From an optimization exercise on the open Yosys and OpenROAD flow, aimed at small area; shortcuts taken in it are not production practice.
For this run, only the layout was checked, not whether the RTL still works.
No activity file was given, so power comes from the tool's default toggle rates.

$ cat flow/design.v
`timescale 1ns / 10ps
module uart_fifo
  #
  (
   parameter FIFO_WRITE_DEPTH = 16,
   parameter WRITE_DATA_WIDTH = 11
   )
  (
   input wire                                 clk,
   input wire                                 rst,    
   input wire                                 wr_en,
   input wire [WRITE_DATA_WIDTH-1:0]          din,
   output wire                                full,
   output wire [$clog2(FIFO_WRITE_DEPTH):0]   wr_data_count,
   input wire                                 rd_en,
   output wire [WRITE_DATA_WIDTH-1:0]         dout,
   output wire                                empty
   );
  localparam AW = $clog2(FIFO_WRITE_DEPTH);
  logic [WRITE_DATA_WIDTH-1:0] mem [0:FIFO_WRITE_DEPTH-1];
  logic [AW-1:0]               wr_ptr;
  logic [AW-1:0]               rd_ptr;
  logic [AW:0]                 count;
  wire do_wr = wr_en & ~full;
  wire do_rd = rd_en & ~empty;
  always @(posedge clk) begin
    if (do_wr) mem[wr_ptr] <= din;
    if (rst) begin
      wr_ptr <= '0;
      rd_ptr <= '0;
      count  <= '0;
    end else begin
      if (do_wr) wr_ptr <= wr_ptr + 1'b1;
      if (do_rd) rd_ptr <= rd_ptr + 1'b1;
      count <= count + {{AW{1'b0}}, do_wr} - {{AW{1'b0}}, do_rd};
    end
  end
  assign full          = count[AW];
  assign empty         = (count == '0);
  assign wr_data_count = count;
  assign dout          = empty ? '0 : mem[rd_ptr];
endmodule
`timescale 1ns / 10ps
module uart_cpu
  (
   input               sys_clk,  
   input               sys_rstn,  
   input               baud_en,  
   output logic        cpu_int,  
   input wire          reg_awvalid,
   output logic        reg_awready,
   input wire [2:0]    reg_awaddr,
   input wire          reg_wvalid,
   output logic        reg_wready,
   input wire [7:0]    reg_wdata,
   input wire          reg_bready,
   output logic        reg_bvalid,
   output logic [1:0]  reg_bresp,
   input wire          reg_arvalid,
   output logic        reg_arready,
   input wire [2:0]    reg_araddr,
   input wire          reg_rready,
   output logic        reg_rvalid,
   output logic [7:0]  reg_rdata,
   output logic [1:0]  reg_rresp,
   output logic [15:0] baud_terminal_count,  
   output logic [2:0]  parity,  
   output logic        force_rts,  
   output logic        autoflow,  
   output logic        loopback,  
   output logic        baud_reset,  
   input               rx_fifo_push,  
   input [7:0]         rx_fifo_din,  
   input               rx_break_det,  
   input               rx_parity_err,  
   input               rx_frame_err,  
   output              rx_fifo_full,  
   input               tx_fifo_pop,  
   input               tx_shift_empty,  
   output              tx_data_avail,  
   output [7:0]        tx_fifo_dout,  
   input               uart_cts  
   );
  typedef enum         bit [2:0]
                       {
                        REG_IDLE,
                        REG_W4ADDR,
                        REG_W4DATA,
                        REG_BRESP,
                        REG_W4RDREADY
                        } reg_cs_t;
  (* mark_debug = "true" *) reg_cs_t reg_cs;
  localparam
    RBR_THR    = 4'h0,  
    IER_IER    = 4'h1,  
    IIR_FCR0   = 4'h2,  
    LCR0       = 4'h3,  
    MCR0       = 4'h4,  
    LSR0       = 4'h5,  
    MSR0       = 4'h6,  
    SCR0       = 4'h7,  
    DLL        = 4'h8,  
    DLM        = 4'h9,  
    IIR_FCR1   = 4'hA,  
    LCR1       = 4'hB,  
    MCR1       = 4'hC,  
    LSR1       = 4'hD,  
    MSR1       = 4'hE,  
    SCR1       = 4'hF;  
  localparam AXI4_OKAY              = 2'b00;
  localparam AXI4_SLVERR            = 2'b10;
  logic [2:0]          reg_addr;
  logic                reg_we;
  logic [7:0]          reg_din;
  logic                dlab;                
  logic                break_en;            
  logic                fifo_enable;         
  logic                reset_rx_fifo;       
  logic                reset_tx_fifo;       
  logic [7:0]          scratch_reg;         
  logic                cts_change;          
  logic                cts_last;            
  (* mark_debug = "true" *) wire [7:0]           rx_fifo_out;         
  (* mark_debug = "true" *) logic                rx_fifo_pop;         
  (* mark_debug = "true" *) wire                 rx_fifo_empty;       
  (* mark_debug = "true" *) wire                 rx_data_avail;       
  logic [3:0]          rx_fifo_count;       
  logic [2:0]          rx_thresh;           
  logic                en_rx_data_avail;    
  logic                en_tx_fifo_empty;   
  logic                en_rx_status_change;
  logic                en_msr_change;
  wire                 tx_fifo_empty;
  logic                rx_status_change;
  logic                msr_change;
  logic                thr_empty, tx_shift_empty_d;
  logic [2:0]          int_status;     
  wire                 char_timeout = 0;  
  wire                 frame_err;      
  logic                tx_fifo_push;   
  logic [7:0]          tx_fifo_din;    
  wire                 break_det;      
  logic                overrun_error;  
  wire                 parity_err;
  wire                 rx_fifo_error;
  always @(posedge sys_clk) begin
    rx_fifo_pop   <= '0;
    reg_we        <= '0;
    reg_bvalid    <= '0;
    baud_reset    <= '0;
    reg_rresp     <= AXI4_OKAY;  
    cts_last <= uart_cts;
    if (baud_en & (cts_last ^ uart_cts)) cts_change <= 1'b1;
    case (reg_cs)
      REG_IDLE: begin
        reg_arready <= '1;
        reg_awready <= '1;
        reg_wready  <= '1;
        reg_rvalid  <= '0;
        if (reg_arvalid) begin
          reg_rvalid  <= '1;
          if (~reg_rready) begin
            reg_arready <= '0;
            reg_cs      <= REG_W4RDREADY;
          end
          case ({dlab, reg_araddr})
            RBR_THR: begin
              reg_rdata     <=  rx_fifo_out[7:0];
              rx_fifo_pop   <= ~rx_fifo_empty;
              if (~reg_rready) begin
                reg_arready <= '0;
                reg_cs      <= REG_W4RDREADY;
              end
            end
            IER_IER: begin
              reg_rdata <= {4'h0,  
                            en_rx_data_avail,
                            en_tx_fifo_empty,
                            en_rx_status_change,
                            en_msr_change};
            end
            IIR_FCR0, IIR_FCR1: begin
              reg_rdata[7:6] <= {2{fifo_enable}};
              reg_rdata[5:4] <= 2'b00;
              reg_rdata[3:0] <= {int_status, cpu_int};
            end
            LCR0, LCR1: begin
              reg_rdata <= {dlab,      
                            break_en,  
                            parity,   
                            1'b0,      
                            2'h0};     
            end  
            MCR0, MCR1: begin
              reg_rdata <= {2'b0,        
                            autoflow,    
                            loopback,    
                            2'b0,        
                            force_rts,   
                            1'b0};       
            end
            LSR0, LSR1: begin
              reg_rdata <= {rx_fifo_error & ~rx_fifo_empty,  
                            tx_shift_empty,   
                            tx_fifo_empty,  
                            break_det & ~rx_fifo_empty,  
                            frame_err & ~rx_fifo_empty,  
                            parity_err & ~rx_fifo_empty,  
                            overrun_error,  
                            ~rx_fifo_empty};    
            end
            MSR0, MSR1: begin
              cts_change <= '0;
              reg_rdata <= {3'h0,         
                            uart_cts,     
                            3'h0,
                            cts_change};  
            end
            SCR0, SCR1: reg_rdata <= scratch_reg;  
            DLL: begin
              reg_rdata  <= baud_terminal_count[7:0];
              baud_reset <= '1;
            end
            DLM: begin
              reg_rdata  <= baud_terminal_count[15:8];
              baud_reset <= '1;
            end
            default: begin
              reg_rdata <= '0;  
              reg_rresp <= AXI4_SLVERR;  
            end
          endcase  
        end else begin  
          case ({reg_awvalid, reg_wvalid})
            2'b11: begin
              reg_addr    <= reg_awaddr;
              reg_we      <= '1;
              reg_din     <= reg_wdata;
              if (reg_bready) begin
                reg_awready <= '1;
                reg_wready  <= '1;
                reg_bvalid  <= '1;
              end else begin
                reg_awready <= '0;
                reg_wready  <= '0;
                reg_cs      <= REG_BRESP;
              end
            end
            2'b10: begin
              reg_awready <= '0;
              reg_addr    <= reg_awaddr;
              reg_cs      <= REG_W4DATA;
            end
            2'b01: begin
              reg_wready <= '0;
              reg_din    <= reg_wdata;
              reg_cs     <= REG_W4ADDR;
            end
          endcase  
        end  
      end  
      REG_W4DATA: begin
        reg_we      <= '1;
        reg_din     <= reg_wdata;
        if (reg_bready) begin
          reg_awready <= '1;
          reg_wready  <= '1;
          reg_bvalid  <= '1;
          reg_cs      <= REG_IDLE;
        end else begin
          reg_awready <= '0;
          reg_wready  <= '0;
          reg_cs      <= REG_BRESP;
        end
      end
      REG_W4ADDR: begin
        reg_addr    <= reg_awaddr;
        reg_we      <= '1;
        if (reg_bready) begin
          reg_awready <= '1;
          reg_wready  <= '1;
          reg_bvalid  <= '1;
          reg_cs      <= REG_IDLE;
        end else begin
          reg_awready <= '0;
          reg_wready  <= '0;
          reg_cs      <= REG_BRESP;
        end
      end
      REG_BRESP: begin
        if (reg_bready) begin
          reg_awready <= '1;
          reg_wready  <= '1;
          reg_bvalid  <= '1;
          reg_cs      <= REG_IDLE;
        end else begin
          reg_awready <= '0;
          reg_wready  <= '0;
          reg_cs      <= REG_BRESP;
        end
      end
      REG_W4RDREADY: begin
        if (reg_rready) begin
          reg_arready <= '1;
          reg_cs      <= REG_IDLE;
        end
      end
    endcase  
    if (~sys_rstn) begin
      rx_fifo_pop         <= '0;
      reg_cs              <= REG_IDLE;
      cts_change          <= 1'b0;
      cts_last            <= 1'b0;
    end
  end  
  always @(posedge sys_clk) begin
    tx_fifo_push  <= '0;
    reset_rx_fifo <= '0;
    reset_tx_fifo <= '0;
    reg_bresp     <= AXI4_OKAY;  
    if (rx_fifo_push & ~rx_fifo_pop & rx_fifo_full) overrun_error <= 1'b1;
    else if (~rx_fifo_full) overrun_error <= 1'b0;
    if (en_rx_status_change && (overrun_error ||
                                parity_err & ~rx_fifo_empty ||
                                break_det & ~rx_fifo_empty ||
                                frame_err & ~rx_fifo_empty))
      {int_status, cpu_int} <= 4'b0110;
    else if (en_rx_data_avail && rx_data_avail)
      {int_status, cpu_int} <= 4'b0100;
    else if (char_timeout)
      {int_status, cpu_int} <= 4'b1100;
    else if (en_tx_fifo_empty && thr_empty)
      {int_status, cpu_int} <= 4'b0010;
    else if (en_msr_change && cts_change)
      {int_status, cpu_int} <= 4'b0000;
    else
      cpu_int <= 1'b1;
    tx_shift_empty_d <= tx_shift_empty;
    if (tx_shift_empty & ~tx_shift_empty_d && tx_fifo_empty) thr_empty <= 1'b1;
    if (reg_we) begin
      case ({dlab, reg_addr})
        RBR_THR: begin
          thr_empty <= 1'b0;
          tx_fifo_push      <= '1;
          tx_fifo_din[7:0]  <= reg_din;
        end
        IER_IER: begin
          {en_rx_data_avail,
           en_tx_fifo_empty,
           en_rx_status_change,
           en_msr_change} <= reg_din[3:0];
        end
        IIR_FCR0, IIR_FCR1: begin
          fifo_enable   <= reg_din[0];
          if (reg_din[1]) begin
            reset_rx_fifo <= '1;
          end
          if (reg_din[2]) begin
            reset_tx_fifo <= '1;
          end
          case (reg_din[7:6])
            2'h0: rx_thresh <= 4'h1;
            2'h1: rx_thresh <= 4'h2;
            2'h2: rx_thresh <= 4'h4;
            2'h3: rx_thresh <= 4'h7;
          endcase  
        end  
        LCR0, LCR1: begin
          dlab     <= reg_din[7];  
          break_en <= reg_din[6];  
          parity   <= reg_din[5:3];   
        end  
        MCR0, MCR1: begin
          autoflow  <= reg_din[5];  
          loopback  <= reg_din[4];  
          force_rts <= reg_din[1];  
        end
        SCR0, SCR1: scratch_reg <= reg_din;  
        DLL:        baud_terminal_count[7:0]  <= reg_din;
        DLM:        baud_terminal_count[15:8] <= reg_din;
        default:    reg_bresp  <= AXI4_SLVERR;  
      endcase  
    end  
    if (reg_cs == REG_IDLE && reg_arvalid &&
        ({dlab, reg_araddr} == IIR_FCR0 || {dlab, reg_araddr} == IIR_FCR1))
      thr_empty <= 1'b0;
    if (~sys_rstn) begin
      thr_empty           <= 1'b0;
      dlab                <= 1'b0;
      break_en            <= 1'b0;
      parity              <= 3'h0;
      autoflow            <= 1'b0;
      loopback            <= 1'b0;
      force_rts           <= 1'b0;
      fifo_enable         <= 1'b1;
      reset_rx_fifo       <= 1'b0;
      reset_tx_fifo       <= 1'b0;
      rx_thresh           <= '0;  
      en_rx_data_avail    <= 1'b0;
      en_tx_fifo_empty    <= 1'b0;
      en_rx_status_change <= 1'b0;
      en_msr_change       <= 1'b0;
      tx_fifo_push        <= 1'b0;
      overrun_error       <= 1'b0;
      baud_terminal_count <= 16'd247;  
      int_status          <= 3'h0;
      cpu_int             <= 1'b1;
      scratch_reg         <= 8'h0;
    end  
  end  
  logic [4:0] wr_data_count;
  wire        data_avail;
  wire        tx_fifo_full;
  assign data_avail = wr_data_count > rx_thresh;
  assign rx_data_avail = data_avail;
  uart_fifo
    #
    (
     .FIFO_WRITE_DEPTH (16),
     .WRITE_DATA_WIDTH (11)
     )
  u_rx
    (
     .rst              (reset_rx_fifo | ~sys_rstn),
     .clk              (sys_clk),
     .wr_en            (rx_fifo_push),
     .din              ({rx_break_det,
                         rx_parity_err,
                         rx_frame_err,
                         rx_fifo_din}),
     .full             (rx_fifo_full),
     .wr_data_count    (wr_data_count),
     .rd_en            (rx_fifo_pop),
     .dout             ({break_det,
                         parity_err,
                         frame_err,
                         rx_fifo_out}),
     .empty            (rx_fifo_empty)
     );
  assign rx_fifo_error = break_det | parity_err | frame_err;
  uart_fifo
    #
    (
     .FIFO_WRITE_DEPTH (16),
     .WRITE_DATA_WIDTH (11)
     )
  u_tx
    (
     .rst              (reset_tx_fifo | ~sys_rstn),
     .clk              (sys_clk),
     .wr_en            (tx_fifo_push),
     .din              (tx_fifo_din),
     .full             (tx_fifo_full),
     .rd_en            (tx_fifo_pop),
     .dout             (tx_fifo_dout),
     .empty            (tx_fifo_empty)
     );
  assign tx_data_avail = ~tx_fifo_empty;
endmodule  
`timescale 1ns / 10ps
module uart
  (
   input wire         sys_clk,  
   input wire         sys_rstn,  
   output logic       cpu_int,  
   input wire         reg_awvalid,
   output logic       reg_awready,
   input wire [2:0]   reg_awaddr,
   input wire         reg_wvalid,
   output logic       reg_wready,
   input wire [7:0]   reg_wdata,
   input wire         reg_bready,
   output logic       reg_bvalid,
   output logic [1:0] reg_bresp,
   input wire         reg_arvalid,
   output logic       reg_arready,
   input wire [2:0]   reg_araddr,
   input wire         reg_rready,
   output logic       reg_rvalid,
   output logic [7:0] reg_rdata,
   output logic [1:0] reg_rresp,
   input              uart_ctsn,  
   input              uart_rx,  
   output             uart_rtsn,  
   output             uart_tx    
   );
  typedef enum bit [1:0]
               {
                TX_IDLE       = 2'h0,
                TX_START      = 2'h1,
                TX_WAIT       = 2'h2,
                TX_TX         = 2'h3} tx_t;
  typedef enum bit [1:0]
               {
                RX_IDLE       = 2'h0,
                RX_START      = 2'h1,
                RX_SHIFT      = 2'h2,
                RX_PUSH       = 2'h3} rx_t;
  (* mark_debug = "true" *)rx_t                 rx_sm;
  tx_t                 tx_sm;
  logic [17:0]         tx_clken_count; 
  (* mark_debug = "true" *)logic [17:0]         rx_clken_count; 
  logic                tx_baudclk_en;  
  (* mark_debug = "true" *)logic                rx_baudclk_en;  
  logic [2:0]          tx_clk_cnt;     
  logic [3:0]          tx_data_cnt;    
  (* mark_debug = "true" *)logic [2:0]          rx_clk_cnt;     
  (* mark_debug = "true" *)logic [4:0]          rx_data_cnt;    
  (* mark_debug = "true" *)logic [6:0]          rx_data_shift;  
  wire                 tx_data_avail;  
  logic                tx_fifo_pop;    
  logic [10:0]         tx_shift;       
  (* mark_debug = "true" *)logic [10:0]         rx_shift;       
  wire [7:0]           tx_fifo_dout;   
  wire [2:0]           parity;         
  wire                 force_rts;     
  wire                 autoflow;       
  wire                 loopback;       
  logic                tx_rtsn;        
  logic [2:0]          din_shift;      
  wire                 rx_fifo_full;   
  (* mark_debug = "true" *) logic [6:0]          uart_rxd;       
  logic                rx_parity_err;  
  logic                rx_frame_err;   
  (* mark_debug = "true" *) logic                rx_fifo_push;   
  (* mark_debug = "true" *) logic [7:0]          rx_fifo_din;    
  logic                vote_bit;       
  logic                voted;          
  (* mark_debug = "true" *)wire [15:0]          baud_terminal_count;
  wire                 baud_reset;     
  logic                tx_shift_empty; 
  logic                enable_tx;      
  wire                 int_rx;
  (* mark_debug = "true" *)logic                rx_baud_reset;  
  wire                 tx_ctsn;        
  always @(posedge sys_clk) begin
    tx_baudclk_en <= '0;
    rx_baudclk_en <= '0;
    if (tx_clken_count == {1'b0, baud_terminal_count[15:1]}) begin
      tx_baudclk_en <= '1;
      tx_clken_count <= '0;
    end else
      tx_clken_count <= tx_clken_count + 1'b1;
    if (rx_clken_count == {2'b0,baud_terminal_count[15:2]}) begin
      rx_baudclk_en <= '1;
      rx_clken_count <= rx_clken_count + 1'b1;
    end else if (rx_clken_count == {1'b0, baud_terminal_count[15:1]}) begin
      rx_clken_count <= 16'h0;
    end else
      rx_clken_count <= rx_clken_count + 1'b1;
    if (~sys_rstn | baud_reset) begin
      tx_clken_count <= '0;
      tx_baudclk_en  <= '0;
    end
    if (~sys_rstn | baud_reset | rx_baud_reset) begin
      rx_clken_count <= '0;
      rx_baudclk_en  <= '0;
    end
  end  
  uart_cpu u_cpu
    (
     .sys_clk             (sys_clk),
     .sys_rstn            (sys_rstn),
     .baud_en             (tx_baudclk_en),
     .cpu_int             (cpu_int),
     .reg_awvalid         (reg_awvalid),
     .reg_awready         (reg_awready),
     .reg_awaddr          (reg_awaddr),
     .reg_wvalid          (reg_wvalid),
     .reg_wready          (reg_wready),
     .reg_wdata           (reg_wdata),
     .reg_bready          (reg_bready),
     .reg_bvalid          (reg_bvalid),
     .reg_bresp           (reg_bresp),
     .reg_arvalid         (reg_arvalid),
     .reg_arready         (reg_arready),
     .reg_araddr          (reg_araddr),
     .reg_rready          (reg_rready),
     .reg_rvalid          (reg_rvalid),
     .reg_rdata           (reg_rdata),
     .reg_rresp           (reg_rresp),
     .baud_terminal_count (baud_terminal_count),
     .baud_reset          (baud_reset),
     .rx_break_det        ('0),  
     .parity              (parity),
     .force_rts           (force_rts),
     .autoflow            (autoflow),
     .loopback            (loopback),
     .rx_fifo_push        (rx_fifo_push),
     .rx_fifo_din         (rx_fifo_din),
     .rx_parity_err       (rx_parity_err),
     .rx_frame_err        (rx_frame_err),
     .rx_fifo_full        (rx_fifo_full),
     .tx_fifo_pop         (tx_fifo_pop),
     .tx_shift_empty      (tx_shift_empty),
     .tx_data_avail       (tx_data_avail),
     .tx_fifo_dout        (tx_fifo_dout),
     .uart_cts            (uart_ctsn)  
     );
  assign uart_rtsn = autoflow ? rx_fifo_full : !force_rts;
  assign tx_ctsn = loopback ? uart_rtsn : uart_ctsn;  
  assign int_rx  = loopback ? uart_tx : uart_rx;
  assign uart_tx = enable_tx ? tx_shift[0] : '1;
  always @* begin
    case (rx_data_shift[4:2])
      3'b000: vote_bit = '0;
      3'b001: vote_bit = '0;
      3'b010: vote_bit = '0;
      3'b011: vote_bit = '1;
      3'b100: vote_bit = '0;
      3'b101: vote_bit = '1;
      3'b110: vote_bit = '1;
      3'b111: vote_bit = '1;
    endcase  
  end  
  always @(posedge sys_clk) begin
    enable_tx   <= '0;
    tx_fifo_pop <= '0;
    case (tx_sm)
      TX_IDLE: begin
        tx_shift_empty <= '1;
        tx_rtsn <= '1;  
        if (tx_data_avail) begin
          tx_sm       <= TX_START;
          tx_fifo_pop <= '1;
        end
      end
      TX_START: begin
        tx_shift_empty <= '0;
        casex (parity)
          3'bxx0: tx_shift <= {2'b11,tx_fifo_dout,1'b0};  
          3'b001: tx_shift <= {1'b1, ~^tx_fifo_dout,
                               tx_fifo_dout,1'b0};  
          3'b011: tx_shift <= {1'b1,  ^tx_fifo_dout,
                               tx_fifo_dout,1'b0};  
          3'b101: tx_shift <= {2'b11,tx_fifo_dout,1'b0};  
          3'b111: tx_shift <= {2'b10,tx_fifo_dout,1'b0};  
        endcase  
        tx_clk_cnt  <= '0;
        tx_data_cnt <= '0;
        tx_rtsn     <= '0;
        tx_sm       <= TX_WAIT;
      end  
      TX_WAIT: begin
        if (tx_baudclk_en && !tx_ctsn) begin
          enable_tx <= '1;
          tx_sm <= TX_TX;
        end
      end
      TX_TX: begin
        enable_tx <= '1;
        if (tx_baudclk_en) begin
          tx_clk_cnt <= tx_clk_cnt + 1'b1;  
          if (tx_clk_cnt == 6) begin
            tx_clk_cnt  <= 3'b0;
            if (( parity[0] && (tx_data_cnt != 10)) ||
                (~parity[0] && (tx_data_cnt != 9))) begin
              tx_data_cnt <= tx_data_cnt + 1'b1;
              tx_shift    <= tx_shift >> 1;
            end else begin
              tx_data_cnt <= 4'b0;
              tx_sm       <= TX_IDLE;
            end
          end  
        end  
      end  
    endcase  
    uart_rxd <= (uart_rxd << 1) | int_rx;  
    rx_fifo_push <= '0;
    rx_baud_reset <= '0;
    case (rx_sm)
      RX_IDLE: begin
        rx_clk_cnt  <= '0;
        rx_data_cnt <= '0;
        if (uart_rxd == 7'b1000000) begin
          rx_baud_reset <= '1;
          rx_data_shift <= (rx_data_shift << 1) | '0;
          rx_sm         <= RX_START;
        end
      end
      RX_START: begin
        if (rx_baudclk_en) begin
          rx_data_shift <= (rx_data_shift << 1) | uart_rxd[6];
          rx_clk_cnt    <= rx_clk_cnt + 1'b1;
          if (rx_clk_cnt == 4) begin
            voted <= ~(&rx_data_shift[4:2] | ~|rx_data_shift[4:2]);
            rx_shift[rx_data_cnt] <= vote_bit;
            if (~vote_bit) begin
              rx_data_cnt <= rx_data_cnt + 1'b1;
              rx_sm <= RX_SHIFT;
            end else begin
              rx_sm <= RX_IDLE;
            end
          end
        end
      end  
      RX_SHIFT: begin
        if (( parity[0] && (rx_data_cnt == 11)) ||
            (~parity[0] && (rx_data_cnt == 10))) begin
          rx_data_shift <= (rx_data_shift << 1) | uart_rxd[6];
          rx_clk_cnt    <= rx_clk_cnt + 1'b1;
          rx_data_cnt   <= 4'b0;
          rx_sm         <= RX_PUSH;
        end
        if (rx_baudclk_en) begin
          rx_data_shift <= (rx_data_shift << 1) | uart_rxd[6];
          rx_clk_cnt    <= rx_clk_cnt + 1'b1;
          if (rx_clk_cnt == 4) begin
            voted <= ~(&rx_data_shift[4:2] | ~|rx_data_shift[4:2]);
            rx_shift[rx_data_cnt] <= vote_bit;
            if (( parity[0] && (rx_data_cnt != 11)) ||
                (~parity[0] && (rx_data_cnt != 10))) begin
              rx_data_cnt <= rx_data_cnt + 1'b1;
            end else begin
              rx_data_cnt <= 4'b0;
              rx_sm       <= RX_PUSH;
            end
          end else if (rx_clk_cnt == 6) begin
            rx_clk_cnt  <= 3'b0;
          end  
        end
      end  
      RX_PUSH: begin
        rx_fifo_din <= rx_shift[8:1];
        if (~parity[0])
          rx_frame_err <= ~rx_shift[9];
        else
          rx_frame_err <= ~rx_shift[10];
        casex (parity)
          3'bxx0: rx_parity_err <= '0;  
          3'b001: rx_parity_err <= ~^rx_shift[9:1];  
          3'b011: rx_parity_err <=  ^rx_shift[9:1];  
          3'b101: rx_parity_err <= ~^rx_shift[9:1];  
          3'b111: rx_parity_err <= ~^rx_shift[9:1];  
          endcase  
        rx_fifo_push <= '1;
        rx_sm        <= RX_IDLE;
      end  
    endcase  
    if (~sys_rstn) begin
      tx_sm        <= TX_IDLE;
      rx_sm        <= RX_IDLE;
      tx_fifo_pop  <= '0;
      enable_tx    <= '0;
      rx_fifo_push <= '0;
      rx_baud_reset<= '0;
      rx_shift     <= '0;
    end
  end
endmodule  
$ cat flow/run.sh
#!/bin/bash
# synth_recipe.tcl (not shown) runs the flow's synth.tcl, then flattens the netlist and writes it again
# the make line also repeats each setting of config.mk as NAME=value (left out here)
make -C /OpenROAD-flow-scripts/flow DESIGN_CONFIG=/design/flow/config.mk WORK_HOME=/design/flow/orfs CLKGATE_MAP_FILE= SYNTH_SCRIPT=/design/flow/synth_recipe.tcl finish
$ cat flow/config.mk
export PLATFORM = sky130hd
export DESIGN_NAME = uart
export DESIGN_NICKNAME = uart
export VERILOG_FILES = /design/flow/design.v
export SDC_FILE = /design/flow/constraint.sdc
export NUM_CORES = 4
export LEC_CHECK = 0
export CAP_MARGIN = 20
export CORE_MARGIN = 2
export CORE_UTILIZATION = 40
export SLEW_MARGIN = 20
$ cat flow/constraint.sdc
create_clock -name core_clock -period 10.0 [get_ports {sys_clk}]
set_input_delay 2.0000 -clock core_clock [delete_from_list [all_inputs] [get_ports {sys_clk}]]
set_output_delay 2.0000 -clock core_clock [all_outputs]
set_load 0.01 [all_outputs]
==> flow_summary.ini <==
[synth]
synth_edf_count = 361
synthAdderAreaFrac_pct = 3.25
synth_ff_type = edfxtp_1
yosysWarnings = 5
yosysSeqAreaShare_pct = 63.6
synthMuxAreaShare_pct = 10.7
synth_top_family_by_area = multiplexers
async_reset_ff_share_pct = 0
synthCells = 1589
synth.distinct_cells = 59
synth_xor_area_share_pct = 4.70
mappedNetlistArea_sq_um = 22000
avgSynthCellArea_sq_um = 13.8
yosys.area_share.simple_pct = 10.3
ys_ff_latch = 518
synth_compound_area_share_pct = 4.76

[finish]
nets = 1700
drive_gt1_share_pct = 12.0
top_regs = u_cpu.u_rx.mem (160), u_cpu.u_tx.mem (128)
ff_latch_area_sq_um = 14000
n_antenna_cell = 0
fill_cells = 4777
largest_register = u_cpu.u_rx.mem
syn2layout_area_growth_pct = 12.9
largest_register_ffs = 160
multiInputGateArea_sq_um = 7430
fin_util_pct = 45.9

[global_routing]
grt-ovfl-total = 0
grt_start_max_net_pins = 75
grt_pass1_vias = 12600
antenna_found_initial = 0
track_usage_pct = 16.9
grt_pass1_wl_mm = 73.9

[timing]
period_share_pct = 41.0
drv_slew = 0
tightest_slew_ps = 1030
tns_ps = 0
rsz0062_at_grt = false
fmax_ghz = 0.244
post-route-min-period_ps = 4100
setup_viol = 0
finalClockSkew_ps = 19.2
relSlewSlack_pct = 31.1
finalHoldViolCount = 0

[clocking]
tritoncts = built
post_cts_buffers = 0
cts_sinks = 518
worstSkewPairLatency_ps = 610
cts_max_path_buffers = 3
postCtsHoldBufs = 0
root_buffer = clkbuf_16
clk_pin_slew_ps = 60
numCtsBuffers = 55
cts_resized = 0
h-tree-depth = 2

[worst_setup_path]
cp-end-kind = output port
crit_cells = 2
cp_slowest_cell = clkdlybuf4s50_1
crit_path_start_kind = register
path_buf_inv = 1
required_ps = 8000
critPathTopFamily = buffers and inverters
worstSetupPathType = register to output port
cp_max_fo = 3
cp.arrival_ps = 2100
worstRegToRegCells = 9
worstPathCellList = o21ai_0, clkdlybuf4s50_1
cpPeakStageDelay_ps = 660

[drt]
dr.pass1.iters = 5
vias = 12500
drtIter0Drc = 828
viasPerCell = 5.30
drc = 0
wl_mm = 47.3
detail_route.wl_per_cell_um = 20.0
ant_nets = 0

[floorplan]
rows = 85
fp.dieH_um = 238
die_w_um = 238
io_pins = 43
initial_core_util_pct = 40.7
design.die.area_sq_um = 56800
coreArea_sq_um = 54000

[outcome]
status = complete, no violations

[power_and_ir_drop]
switchingPower_mw = 1.31
p_comb_share_pct = 12.6
clkPwrFrac_pct = 38.5
sw_frac_of_total_pct = 25.0
p_per_area_nw_per_um2 = 210
seqPwrFrac_pct = 48.8
p_leak_nw = 8.35
ir_drop_v = 0.000158
internal-power_mw = 3.91

[worst_hold_path]
hp-class = register to register
whs_path_depth = 0

[placed_design]
gp_congestion = 0.854
place.detailed.hpwl_mm = 31.6
io_buffers = 39

[flow_run]
drv_cap = 0
-- power groups by stage --
| stage | logic (mW) | registers, mW | clock network, mW |
|---|---|---|---|
| 2_1_floorplan | 0.511 | 2.53 | 0 |
| 3_3_place_gp | 0.650 | 2.59 | 0 |
| 3_5_place_dp | 0.661 | 2.59 | 0 |
| 4_1_cts | 0.667 | 2.55 | 2.06 |
| 5_1_grt | 0.733 | 2.56 | 2.14 |
| 6_report | 0.658 | 2.54 | 2.01 |
-- layout make-up --
| cell class | instances | share of cell area, % |
|---|---|---|
| clock buffer | 70 | 5.94 |
| clock inverter | 32 | 1.31 |
| inverter | 49 | 0.741 |
| multi-input combinational | 939 | 30.0 |
| sequential | 518 | 56.4 |
| tap | 696 | 3.51 |
| timing repair buffer | 59 | 2.16 |
-- Yosys cell counts, drive strengths merged (4+ instances only) --
cell,instances,area [sq um]
edfxtp,361,10800
nor2,171,642
dfxtp,157,3140
nand2,116,435
mux4,82,1880
xnor2,70,613
clkbuf,61,233
ha,53,663
inv,49,184
xor2,48,420
nor2b,45,282
a21oi,36,180
mux2i,33,330
a22oi,28,210
nand3,28,140
o21ai,26,130
buf,22,145
nand4,22,138
and3,20,125
nor3,19,95.1
nand2b,15,93.8
a21boi,14,105
and2,14,87.6
a22o,12,105
mux2,12,135
a31oi,7,43.8
nor4,7,43.8
nor3b,6,45.0
nor4b,5,43.8
a221o,4,40.0
a311oi,4,35.0
o211a,4,40.0
o211ai,4,30.0
or3,4,25.0
-- path summary, 6_finish.rpt --
| check | from | end | slack (ps) |
|---|---|---|---|
| min | uart_rxd[3] | uart_rxd[4] | 340 |
| min reg2reg | uart_rxd[3] | uart_rxd[4] | 340 |
| max reg2reg | register | tx_shift[9] | 6930 |
| max | u_cpu.force_rts | uart_rtsn | 5900 |
-- layer usage --
| metal | share of wire (%) | GRT usage (%) |
|---|---|---|
| met3 | 3.8 | 2.48 |
| met1 | 46 | 23.0 |
| met5 | 0 | 0 |
| met2 | 48 | 28.0 |
| met4 | 2.6 | 5.32 |
-- layout by cell type, fill, tap and decap left out, types with 5 or more instances in the layout --
cell type / count
nor2_1: 164
clkbuf_1: 12
o21ai_0: 26
nor2_2: 7
clkbuf_16: 56
nand2_1: 116
mux2i_1: 33
mux2_2: 12
a22o_1: 12
xor2_1: 48
edfxtp_1: 361
nor2b_1: 45
ha_1: 53
a31oi_1: 7
nor4_1: 7
nand2b_1: 15
clkinv_2: 10
buf_4: 20
clkdlybuf4s50_1: 38
a21oi_1: 36
mux4_1: 9
a22oi_1: 28
and2_1: 14
and3_1: 20
nand3_1: 28
nor3_1: 19
bufinv_16: 5
clkinv_1: 11
inv_1: 49
mux4_2: 73
a21boi_0: 14
nor3b_1: 6
dfxtp_1: 154
nand4_1: 22
xnor2_1: 70
-- kinds of logic (layout without fill, tap and decap cells) --
logic type / after synthesis / after routing
buffers and inverters: 134 / 210
and+or+nand+nor: 480 / 480
adders and majority gates: 56 / 56
xor gates and xnor gates: 118 / 118
AOI/OAI and AO/OA: 155 / 155
muxes: 127 / 127
other: 1 / 3
DFF: 518 / 518
-- stage by stage --
stage          total power [mW]  setup slack [ps]  cell area, sq um  std cells  hold slack [ps]
2_1_floorplan              3.04              6110             22000       1591              323
3_3_place_gp               3.24              5880             23000       2261              332
3_5_place_dp               3.25              5830             23000       2261              332
4_1_cts                    5.27              5890             24800       2363              347
5_1_grt                    5.44              5880             24800       2363              356
6_report                   5.21              5900             24800       2363              344

## separate check: timing with driven ports
In the flow no input, the clock included, has a driving cell. The finished layout below was timed again as built, in two steps.
Step 1 sets driving cells, clkbuf_16 on the clock port and buf_2 on the other inputs (assumed; they add their load-dependent delay and slew).
Step 2 adds t to the input delays and takes it off the output delays; t is the mean of the earliest and latest rising clock arrival at the registers after step 1. Input paths then give back, and output paths get back, about the clock's delay inside the block.
Three values: ideal ports, drivers, drivers and shift; two values: the first two.
t (ns): 0.659
setup WS [ns]: 5.898 / 5.838 / 5.775
worst setup path after step 2: input to register
worst slew at a driven data input, ns: 0.08
cell pins on the clock port's net: 1
After both steps setup and hold are still met in this run. The setup slack of this run moves by -0.060 ns with the drivers and by -0.123 ns with both steps.
